Background: an optimization exercise with open tools, aiming at small area. Do not read the settings as production practice.
Only simulation tests tie the RTL to the original design; equivalence was not proved.
Power figures rest on the tool's default switching activity, not on a simulated workload.

$ cat flow/design.v
module keyboard_scan(clk,RSTn,row,light,u,v);
    input clk;
    input RSTn;
    output [3:0] row;
    output light;
    output reg [3:0] u;
    output reg [6:0] v;
    always@(posedge clk or negedge RSTn) begin
        if(!RSTn) begin
            u <= 4'd5;
            v <= 7'd0;
        end
        else if(u == 4'd9) begin
            u <= 4'd0;
            v <= (v == 7'd99) ? 7'd0 : v + 1'b1;
        end
        else
            u <= u + 1'b1;
    end
    assign row = ~(4'b0001 << v[1:0]);
    assign light = RSTn;
endmodule
module key_filter(clk,RSTn,col,u,v,kd);
    input clk;
    input RSTn;
    input [3:0] col;
    input [3:0] u;
    input [6:0] v;
    output reg [4:0] kd;
    reg [15:0] P;
    reg [4:0] acc;
    wire samp   = (u == 4'd4);
    wire window = (v[6:2] == 5'd24);         
    wire tick   = samp & (v == 7'd0);         
    wire [1:0] r = v[1:0];
    wire [3:0] prow = P[4*r +: 4];
    wire [3:0] d = ~col & prow;
    wire d_any = |d;
    wire d_one = (d == 4'b0001) | (d == 4'b0010) | (d == 4'b0100) | (d == 4'b1000);
    wire [1:0] d_idx = {d[3] | d[2], d[3] | d[1]};
    wire [4:0] acc_in = (r == 2'd0) ? 5'b00000 : acc;
    wire [4:0] acc_nx = !d_any ? acc_in :
                        (d_one && acc_in == 5'b00000) ? {1'b1, r, d_idx} : 5'b00001;
    always@(posedge clk)
        if(samp & window)
            acc <= acc_nx;
    always@(posedge clk or negedge RSTn) begin
        if(!RSTn) begin
            P <= 16'h0000;
            kd <= 5'b00000;
        end
        else begin
            if(samp & window)
                P[4*r +: 4] <= ~col;
            if(tick)
                kd <= acc;
        end
    end
endmodule
module onehot2binary(clk,RSTn,kd,p0,binary,tries,buzzer,switch);
    input clk;
    input RSTn;
    input [4:0] kd;
    input p0;
    output reg[11:0] binary;
    output reg [1:0] tries;
    output reg buzzer;
    output reg switch;
    parameter BUZ_KEY_HALF    = 50;
    parameter BUZ_KEY_LEN     = 10000;
    parameter BUZ_OK_HALF     = 25;
    parameter BUZ_OK_LEN      = 30000;
    parameter BUZ_SLOW_HALF   = 100;
    parameter BUZ_FAIL_GAP0   = 5000;
    parameter BUZ_FAIL_GAP1   = 10000;
    parameter BUZ_FAIL_LEN    = 15000;
    parameter BUZ_CNT_LEN     = 5000;
    reg [1:0] times;
    reg [11:0] secrect;
    reg [3:0] cur_binary;
    reg [3:0] cur_n;
    reg chg;
    reg [31:0] buzzer_counter;
    reg [6:0] buzzer_counter2;
    reg buzzer_active;
    reg buzzer_success;
    reg buzzer_fail;
    reg start_conut;
    reg buzzer_count;
    reg [3:0]wrong_times;
    reg is_set;
    reg [5:0] k;
	always @(posedge clk or negedge RSTn) begin
      if (!RSTn) begin
        binary <= 12'b111111111111;
        times <= 2'b00;
        tries <= 2'h0;
        secrect <= 12'b001001000110;
        buzzer <= 1'b0;
        switch <= 1'b0;
        cur_binary <= 4'b1111;
        chg <= 1'b0;
        buzzer_counter <= 32'd0;
        buzzer_counter2 <= 7'd0;
        buzzer_active <= 1'b0;
        buzzer_success <= 1'b0;
        buzzer_fail <= 1'b0;
        start_conut <= 1'b0;
        buzzer_count <= 1'b0;
        wrong_times <= 4'b0000;
        is_set <= 1'b0;
        k <= 6'd0;
      end else begin
       cur_n = cur_binary;
       if(start_conut) begin
        if (p0 && k == 6'd49) begin
            k <= 6'd0;
            if (binary[7:0] == 8'b0) begin
                start_conut <= 0;
                binary[11:0] = 12'b111111111111;
            end
            else if (binary[3:0] == 4'b0000) begin
                binary[7:4] = binary[7:4] - 1;
                binary[3:0] = 4'b1001;
                buzzer_count <= 1;
                buzzer_counter <= 0;
                buzzer_counter2 <= 0;
                buzzer <= 1;
            end
            else begin
                binary[3:0] = binary[3:0] - 1;
                buzzer_count <= 1;
                buzzer_counter <= 0;
                buzzer_counter2 <= 0;
                buzzer <= 1;
            end
        end
        else if (p0) begin
            k <= k + 1'b1;
        end
    end
            if (buzzer_active) begin
                buzzer_counter2<=buzzer_counter2+1;
                buzzer_counter<=buzzer_counter+1;
                if (buzzer_counter2 >= BUZ_KEY_HALF) begin
                buzzer <= ~buzzer;
                buzzer_counter2 <= 0;
            end
            if (buzzer_counter >= BUZ_KEY_LEN) begin
                buzzer_active <= 0;
                buzzer <= 0;
            end
        end
        else if (buzzer_success) begin
                buzzer_counter2<=buzzer_counter2+1;
                buzzer_counter<=buzzer_counter+1;
                if (buzzer_counter2 >= BUZ_OK_HALF) begin
                buzzer <= ~buzzer;
                buzzer_counter2 <= 0;
            end
            if (buzzer_counter >= BUZ_OK_LEN) begin
                buzzer_success <= 0;
                buzzer <= 0;
            end
        end
        else if (buzzer_fail) begin
                buzzer_counter2<=buzzer_counter2+1;
                buzzer_counter<=buzzer_counter+1;
                if (buzzer_counter2 >= BUZ_SLOW_HALF) begin
                buzzer <= ~buzzer;
                buzzer_counter2 <= 0;
            end
            if (BUZ_FAIL_GAP0<buzzer_counter&& buzzer_counter< BUZ_FAIL_GAP1) begin
                buzzer <= 0;
            end
            if (buzzer_counter >= BUZ_FAIL_LEN) begin
                buzzer_fail <= 0;
                buzzer <= 0;
            end
        end
         else if (buzzer_count) begin
                buzzer_counter2<=buzzer_counter2+1;
                buzzer_counter<=buzzer_counter+1;
                if (buzzer_counter2 >= BUZ_SLOW_HALF) begin
                buzzer <= ~buzzer;
                buzzer_counter2 <= 0;
            end
            if (buzzer_counter >= BUZ_CNT_LEN) begin
                buzzer_count <= 0;
                buzzer <= 0;
            end
        end
        else begin
            buzzer <= 0;
        end
     if(binary==12'b101111001100)
		if(kd==5'b11000)
           binary=12'b111111111111;
     if(binary!=12'b101111001100&& !start_conut)
        case(kd)
            5'b10000 : begin
                if (times == 2'b11)begin
                    if(binary==secrect && !is_set)begin
                        switch<=1;
                        binary=12'b101111001100;
                        buzzer_success <= 1;
                        buzzer_counter <= 0;
                        buzzer_counter2 <= 0;
                        buzzer <= 1;
                        times=0;
                    end
                    else if (is_set)begin
                        secrect=binary;
                        is_set=0;
                        binary=12'b111111111111;
                        tries=0;
                        times=0;
                        buzzer_success<=1;
                    end
                    else if(binary!=secrect)begin
                    	binary=12'b111111111111;
                    	times=2'b00;
                    	tries=tries+1;
                        buzzer_fail <= 1;
                        buzzer_counter <= 0;
                        buzzer_counter2 <= 0;
                        buzzer <= 1;
                        if(tries==2'h3)begin
                            wrong_times=wrong_times+1;
                        	case (wrong_times)
                                4'b0001: binary=12'b000000000101;
                                4'b0010: binary=12'b000000010000;
                                4'b0011: binary=12'b000000100000;
                                default: binary=12'b000001100000;
                            endcase
                            start_conut<=1;
                            tries<=0;
                        end
					end
                end
                end
            5'b10011 : cur_n = 4'b0000;
            5'b10100 : begin
                binary[11:0]={3{4'hd}};
                is_set=1;
                times=0;
                tries=2'b00;
            end
            5'b10101 : cur_n = 4'b0011;
            5'b10110 : cur_n = 4'b0010;
            5'b10111 : cur_n = 4'b0001;
            5'b11000 : begin
            		binary=12'b111111111111;
                    times=2'b00;
                    tries=2'b0;
                    switch<=0;
            	end
            5'b11001 : cur_n = 4'b0110;
            5'b11010 : cur_n = 4'b0101;
            5'b11011 : cur_n = 4'b0100;
            5'b11100 : cur_n = 4'b1110;
            5'b11101 : cur_n = 4'b1001;
            5'b11110 :
            begin
                binary=12'b000000000000;
                tries=0;
                buzzer_fail<=1;
            end
            5'b11111 : cur_n = 4'b0111;
            5'b00000 : cur_n = 4'b1111;
            default : ;
        endcase
        cur_binary <= cur_n;
        chg <= (cur_n != cur_binary);
        if(chg)begin
        buzzer_active <= 1;
        buzzer_counter <= 0;
        buzzer_counter2 <= 0;
        buzzer <= 1;
        if(cur_binary!=4'b1111 &&binary!=12'b0 &&cur_binary!=4'b1110) begin
        case (times)
          2'b00: binary[3:0]=cur_binary;
          2'b01: begin
              binary[7:4]=binary[3:0];
              binary[3:0]=cur_binary;
          end
          2'b10: begin
              binary[11:8]=binary[7:4];
              binary[7:4]=binary[3:0];
              binary[3:0]=cur_binary;
          end
        endcase
        if (times < 2'b11) begin
          times <= times + 1;
        end
        end
        else if(cur_binary==4'b1110 &&binary!=12'b0)begin
        case (times)
                2'b01:begin
                    binary=12'b111111111111;
                    times=2'b00;
                end
                2'b10:begin
                    binary[3:0]=binary[7:4];
                    binary[7:4]=4'b1111;
                    times=2'b01;
                end
                2'b11:begin
                    binary[3:0]=binary[7:4];
                    binary[7:4]=binary[11:8];
                    binary[11:8]=4'b1111;
                    times=2'b10;
                end
            endcase
        end
     end
      end
    end
endmodule
module Digitron_TimeDisplay_module
(
	CLK,RSTn,data,tries, Digitron_Out, DigitronCS_Out
);
	 input CLK;
	 input RSTn;
	 input [11:0]data;
	 input [1:0]tries;
	 output reg [7:0]Digitron_Out;
	 output reg [3:0]DigitronCS_Out;
	 reg [7:0]Count;
	 reg [3:0]SingleNum;
	always @ ( posedge CLK or negedge RSTn )
		if (!RSTn)
			Count <= 8'd0;
		else
			Count <= Count+1'b1;
	 always@(*)
	 begin
			case (Count[7:6])
			2'b00:   DigitronCS_Out = 4'b1110 ;
			2'b01:   DigitronCS_Out = 4'b1101 ;
			2'b10:   DigitronCS_Out = 4'b1011 ;
			default: DigitronCS_Out = 4'b0111 ;
			endcase
	 end
	 always@(*)
	 begin
			case(Count[7:6])
			2'b00: SingleNum = data[3:0];
			2'b01: SingleNum = data[7:4];
			2'b10: SingleNum = data[11:8];
			default: if(data==12'b101111001100)
                        SingleNum = 4'ha;
                     else
                        SingleNum = {2'b00, tries};
			endcase
			case(SingleNum)
            	4'h0 : Digitron_Out = 8'h3f;
            	4'h1 : Digitron_Out = 8'h06;
            	4'h2 : Digitron_Out = 8'h5b;
            	4'h3 : Digitron_Out = 8'h4f;
            	4'h4 : Digitron_Out = 8'h66;
            	4'h5 : Digitron_Out = 8'h6d;
            	4'h6 : Digitron_Out = 8'h7d;
            	4'h7 : Digitron_Out = 8'h07;
            	4'h8 : Digitron_Out = 8'h7f;
            	4'h9 : Digitron_Out = 8'h6f;
                4'ha : Digitron_Out = 8'h73;
                4'hb : Digitron_Out = 8'h77;
                4'hc : Digitron_Out = 8'h6d;
				4'hd : Digitron_Out = 8'h40;
            	default : Digitron_Out = 8'h00;
			endcase
	 end
endmodule
module Led_effect (
      clk_50M,
      RSTn,
      even,
      switch,
      leds
);
    input clk_50M;
    input RSTn;
    input even;
    input switch;
    output reg [6:0] leds;
    parameter DIV = 2500;
    reg [11:0] clk_divider;
    reg [3:0] p;
    reg on;
    wire slow_rise = (clk_divider == DIV) & even;
    always @(posedge clk_50M or negedge RSTn) begin
        if (!RSTn)
            clk_divider <= 0;
        else if (clk_divider == DIV)
            clk_divider <= 0;
        else
            clk_divider <= clk_divider + 1'b1;
    end
    always @(posedge clk_50M or negedge RSTn) begin
        if (!RSTn) begin
            p <= 4'd0;
            on <= 1'b0;
        end else if (slow_rise) begin
            on <= switch;
            if (switch)
                p <= p + 1'b1;
        end
    end
    always @(*) begin
        case (p)
            4'd1:  leds = 7'b0000001;
            4'd2:  leds = 7'b0000010;
            4'd3:  leds = 7'b0000100;
            4'd4:  leds = 7'b0001000;
            4'd5:  leds = 7'b0010000;
            4'd6:  leds = 7'b0100000;
            4'd7:  leds = 7'b1000000;
            4'd9:  leds = 7'b1000000;
            4'd10: leds = 7'b0100000;
            4'd11: leds = 7'b0010000;
            4'd12: leds = 7'b0001000;
            4'd13: leds = 7'b0000100;
            4'd14: leds = 7'b0000010;
            4'd15: leds = 7'b0000001;
            default: leds = 7'b0000000;
        endcase
        if (!on)
            leds = 7'b0000000;
    end
endmodule
module keyboard_instance(clk_50M,buzzer,RSTn,col,row,Digitron_Out,DigitronCS_Out,light,leds);
    input clk_50M;
    input RSTn ; 
    input [3:0] col;
    output [3:0] row;
    output [7:0] Digitron_Out;
    output [3:0] DigitronCS_Out;
    output light;
    output buzzer;
    output [6:0] leds;
    wire [3:0] u;
    wire [6:0] v;
    keyboard_scan U1(
        .clk(clk_50M),
        .RSTn(RSTn),
        .row(row),
        .light(light),
        .u(u),
        .v(v)
    );
    wire [4:0] kd;
    key_filter U2(
        .clk(clk_50M),
        .RSTn(RSTn),
        .col(col),
        .u(u),
        .v(v),
        .kd(kd)
    );
    wire [11:0] data_disp;
    wire [1:0] tries;
    wire switch;
    wire p0 = (u == 4'd5) & (v == 7'd0);
    onehot2binary U3(
        .clk(clk_50M),
        .RSTn(RSTn),
        .kd(kd),
        .p0(p0),
        .binary(data_disp),
        .tries(tries),
        .buzzer(buzzer),
        .switch(switch)
    );
    Digitron_TimeDisplay_module U5
    (
    	.CLK(clk_50M),
    	.RSTn(RSTn),
    	.data(data_disp),
    	.Digitron_Out(Digitron_Out),
    	.DigitronCS_Out(DigitronCS_Out),
        .tries(tries)
    );
    Led_effect U6
    (
        .clk_50M(clk_50M),
        .RSTn(RSTn),
        .even(u[0]),
        .switch(switch),
        .leds(leds)
    );
endmodule
$ cat flow/run.sh
#!/bin/bash
# synth_recipe.tcl (not shown) runs the flow's synth.tcl, then flattens the netlist and writes it again
# the make line also repeats each setting of config.mk as NAME=value (left out here)
make -C /OpenROAD-flow-scripts/flow DESIGN_CONFIG=/design/flow/config.mk WORK_HOME=/design/flow/orfs CLKGATE_MAP_FILE= SYNTH_SCRIPT=/design/flow/synth_recipe.tcl finish
$ cat flow/config.mk
export PLATFORM = sky130hd
export DESIGN_NAME = keyboard_instance
export DESIGN_NICKNAME = keyboard_instance
export VERILOG_FILES = /design/flow/design.v
export SDC_FILE = /design/flow/constraint.sdc
export NUM_CORES = 4
export LEC_CHECK = 0
export CAP_MARGIN = 20
export CORE_MARGIN = 2
export CORE_UTILIZATION = 40
export SLEW_MARGIN = 20
$ cat flow/constraint.sdc
create_clock -name core_clock -period 10.0 [get_ports {clk_50M}]
set_input_delay 2.0000 -clock core_clock [delete_from_list [all_inputs] [get_ports {clk_50M}]]
set_output_delay 2.0000 -clock core_clock [all_outputs]
set_load 0.01 [all_outputs]
==> impl_metrics.py <==
metrics = {
    "run_status": {
        "outcome": "finished clean",
    },
    "sta": {
        "clock.fmax_mhz": 159,
        "fin_ws_ps": 3720,
        "final-hold-violation-count": 0,
        "setup-violations-final": 0,
        "hold_ws_ps": 476,
        "slew_violations": 0,
        "rsz0062_at_grt": "no",
        "setup-tns-final_ps": 0,
        "fin_skew_ps": 20.1,
        "worstMarginPinSlew_ps": 923,
        "max-slew-margin-rel": 0.380,
        "fin_crit_sh": 0.628,
        "fin_crit_ps": 6280,
    },
    "synthesis": {
        "synth_edf_count": 5,
        "yosys_warnings": 5,
        "syn-instance-count": 1194,
        "syn_nets": 1240,
        "avgSynthCellArea_sq_um": 8.49,
        "synth_cell_type_count": 89,
        "yosys_most_used_dff": "dfrtp_1",
        "async_reset_ff_frac": 0.967,
        "synth_area_sq_um": 10100,
        "ys_seq_elements": 152,
        "ys_seq_area_frac": 0.380,
    },
    "drt": {
        "routedWlPerCell_um": 17.1,
        "antenna_left": 0,
        "drc": 0,
        "drtIter0Drc": 718,
        "vias": 8899,
        "drtPass1Iterations": 5,
        "avgViaCountPerCell": 5.80,
        "wl_um": 26200,
    },
    "place": {
        "place.gp.congestion": 0.892,
        "place_ws_ps": 3910,
        "io_buffers": 29,
        "hpwlAfterDp_um": 18500,
    },
    "critical_path": {
        "reg2regPathDepth": 16,
        "path_max_fanout": 16,
        "critPathKind": "reg2reg",
        "required_ps": 10320,
        "start_kind": "flop",
        "critPathArrivalTime_ps": 6600,
        "setup.worst_path.end_class": "flop",
    },
    "global_routing": {
        "grt-ovfl-total": 0,
        "grt_pass1_vias": 8307,
        "grtUsageTotal": 0.201,
        "grt_max_degree": 86,
        "antenna_found_initial": 0,
        "grt_pass1_wl_um": 43200,
    },
    "pwr": {
        "peakVddDrop_mv": 0.0909,
        "power_leakage_uw": 0.00462,
        "powerDensity_nw_per_um2": 116,
    },
    "clock_tree": {
        "cts_setup_buffers": 0,
        "clock_sinks": 152,
        "clock-root-buffer": "clkbuf_16",
        "clk_pin_slew_ps": 70,
        "cts_resized": 0,
        "ctsHoldBuffers": 0,
        "cts_tree": "yes",
        "cts_inserted_buffers": 17,
        "htreeDepth": 4,
        "cts.path.max_buffers": 2,
        "clk_latency_ps": 440,
    },
    "floorplan": {
        "die_h_um": 163,
        "rows": 58,
        "core_sq_um": 25000,
        "top_level_ports": 31,
        "start_util": 0.405,
        "die-area_sq_um": 26600,
        "die_x_um": 163,
    },
    "finish": {
        "fin_nets": 1236,
        "syn2layout_area_growth_pct": 11.0,
        "drive_above_1_share": 0.0956,
        "diodes": 0,
    },
    "min_path": {
        "hold_path_class": "reg2reg",
        "worstHoldPathCells": 1,
    },
    "run": {
        "max_cap_viol_count": 0,
    },
}
routing by layer:
| metal | vias up | GRT usage | wire length, um |
|---|---|---|---|
| met3 | 38 | 0.0378 | 1380 |
| li1 | 4300 | - | - |
| met2 | 267 | 0.310 | 11700 |
| met5 | - | 0 | 0 |
| met4 | 0 | 0.0619 | 446 |
| met1 | 4294 | 0.287 | 12700 |
worst max-delay path: stages, from the launching register on:
cell and delay [ps]:
dfrtp_1 590, inv_1 310, ha_1 280, nor3b_2 440, and4_1 650, a21oi_1 150, or3_4 430, nor4_4 600
mux2i_1 250, and4b_1 250, and3_1 400, o21ai_1 120, a31oi_1 480, nand3_1 200, o41a_4 630, o21ai_1 230
a22oi_1 160
sequential cells by signal, summed over array words and instances (netlist names), 2 cells and up:
name / count
U1.v: 7
U3.secrect: 12
U3.cur_binary: 4
U2.P: 16
U5.Count: 8
U3.buzzer_counter: 32
U3.tries: 2
U6.clk_divider: 12
U3.times: 2
U3.wrong_times: 4
U3.binary: 12
U2.acc: 5
U6.p: 4
U1.u: 4
U3.k: 6
U2.kd: 5
U3.buzzer_counter2: 7
report_power, final:
group | switching, uW | internal (uW) | leakage, uW
logic | 15.7 | 3.95 | 0.00246
registers | 0 | 618 | 0.00186
clock network | 306 | 367 | 0.000300
total | 322 | 989 | 0.00462
cell families after synthesis:
kind of cell,after synthesis,synth area share
xor+xnor,48,0.0415
compound gates,312,0.193
simple gates,512,0.257
flops,152,0.380
other cells,1,0.000370
fa+ha+maj,40,0.0494
buf+inv,102,0.0417
mux,27,0.0368
synth_stat cells (6+ instances only):
master    count  share of area
o21ai_0      93          0.046
a22oi_1      10         0.0074
and2_1       10         0.0062
a21o_1       10         0.0074
dfrtp_1     125           0.31
a21oi_1      72          0.036
nor4_1       12         0.0074
clkbuf_1     44          0.016
mux4_2        7          0.016
nor2_1      122          0.045
o21a_1       14          0.010
o31ai_1       7         0.0052
dfstp_2      22          0.057
or2_2        11         0.0068
o211ai_1     12         0.0089
mux2i_1       8         0.0079
or4_1         8         0.0059
xor2_1       22          0.019
nand2b_1     13         0.0080
nand2_1     131          0.048
o21bai_1      6         0.0044
nand4_1      23          0.014
inv_1        44          0.016
nor3_1       27          0.013
nor2b_1      15         0.0093
a211oi_1      7         0.0052
ha_1         40          0.049
mux2_2       12          0.013
xnor2_1      26          0.022
or3_1        12         0.0074
nor3b_1      11         0.0081
a31oi_1      15         0.0093
and3_1       27          0.017
nand3_1      62          0.031
o21ai_1      10         0.0049
cell type report:
type                    count  area (sq um)
fillers                  2436         13800
multi-input cells         940          5870
flip-flops and latches    152          3860
clock buffers              18           439
well taps                 330           413
repair buffers             35           337
clock inverters            14           175
inverters                  44           165
final timing paths:
check | startpoint | endpoint | slack (ps)
worst min register to register | U5.Count[0] | U5.Count[0] | 480
max in group asynchronous | RSTn | U3.wrong_times[2] | 7060
worst max register to register | U1.v[0] | U3.binary[4] | 3720
worst max-delay path | U1.v[0] | U3.binary[4] | 3720
min in group asynchronous | RSTn | U3.buzzer_counter[28] | 1630
worst min-delay path | U5.Count[0] | U5.Count[0] | 480
placed cells by master, fill, tap and decap left out, types with 11 or more instances in the layout:
master             n
dfstp_2           22
nand4_1           23
nand3_1           62
and3_1            27
nor2_1           121
or2_2             11
inv_1             44
clkdlybuf4s50_1   28
o21a_1            14
nand2_1          131
xnor2_1           26
ha_1              40
nor2b_1           15
nor3_1            27
o211ai_1          12
a21oi_1           72
o21ai_0           93
nand2b_1          13
mux2_2            12
nor3b_1           11
dfrtp_1          125
a31oi_1           15
or3_1             12
xor2_1            22
clkbuf_16         17
nor4_1            11
per-stage QoR:
step / cells / util / power, uW / area (sq um)
after floorplan: 1194 / - / 633 / 10100
after global placement: 1501 / 0.425 / 650 / 10600
after detailed placement: 1501 / 0.425 / 650 / 10600
after CTS: 1533 / 0.449 / 1330 / 11200
after global routing: 1533 / 0.450 / 1360 / 11300
final: 1533 / 0.450 / 1310 / 11300

## afterwards: timing with drivers on the ports
No port has a modelled driver above. Below, the same layout with a new extraction and two added sets of constraints. Step 1 assumes that a clkbuf_16 drives the clock port and a buf_2 every other input. Step 2 adds t to the input delays and takes it off the output delays; t is the mean of the earliest and latest rising clock arrival at the registers after step 1. Input paths then give back, and output paths get back, about the clock's delay inside the block. Three values: ideal, step 1, step 2; two values: the first two.
t, ns: 0.475
setup WS [ns]: 3.719 / 3.719 / 3.719
worst hold slack (ns): 0.476 / 0.476 / 0.476
clock arrival spread, ns: 0.020 / 0.021
After both steps setup and hold are still met in this run. For this run, drivers alone change the setup slack by 0.000 ns; drivers and shift together by 0.000 ns.
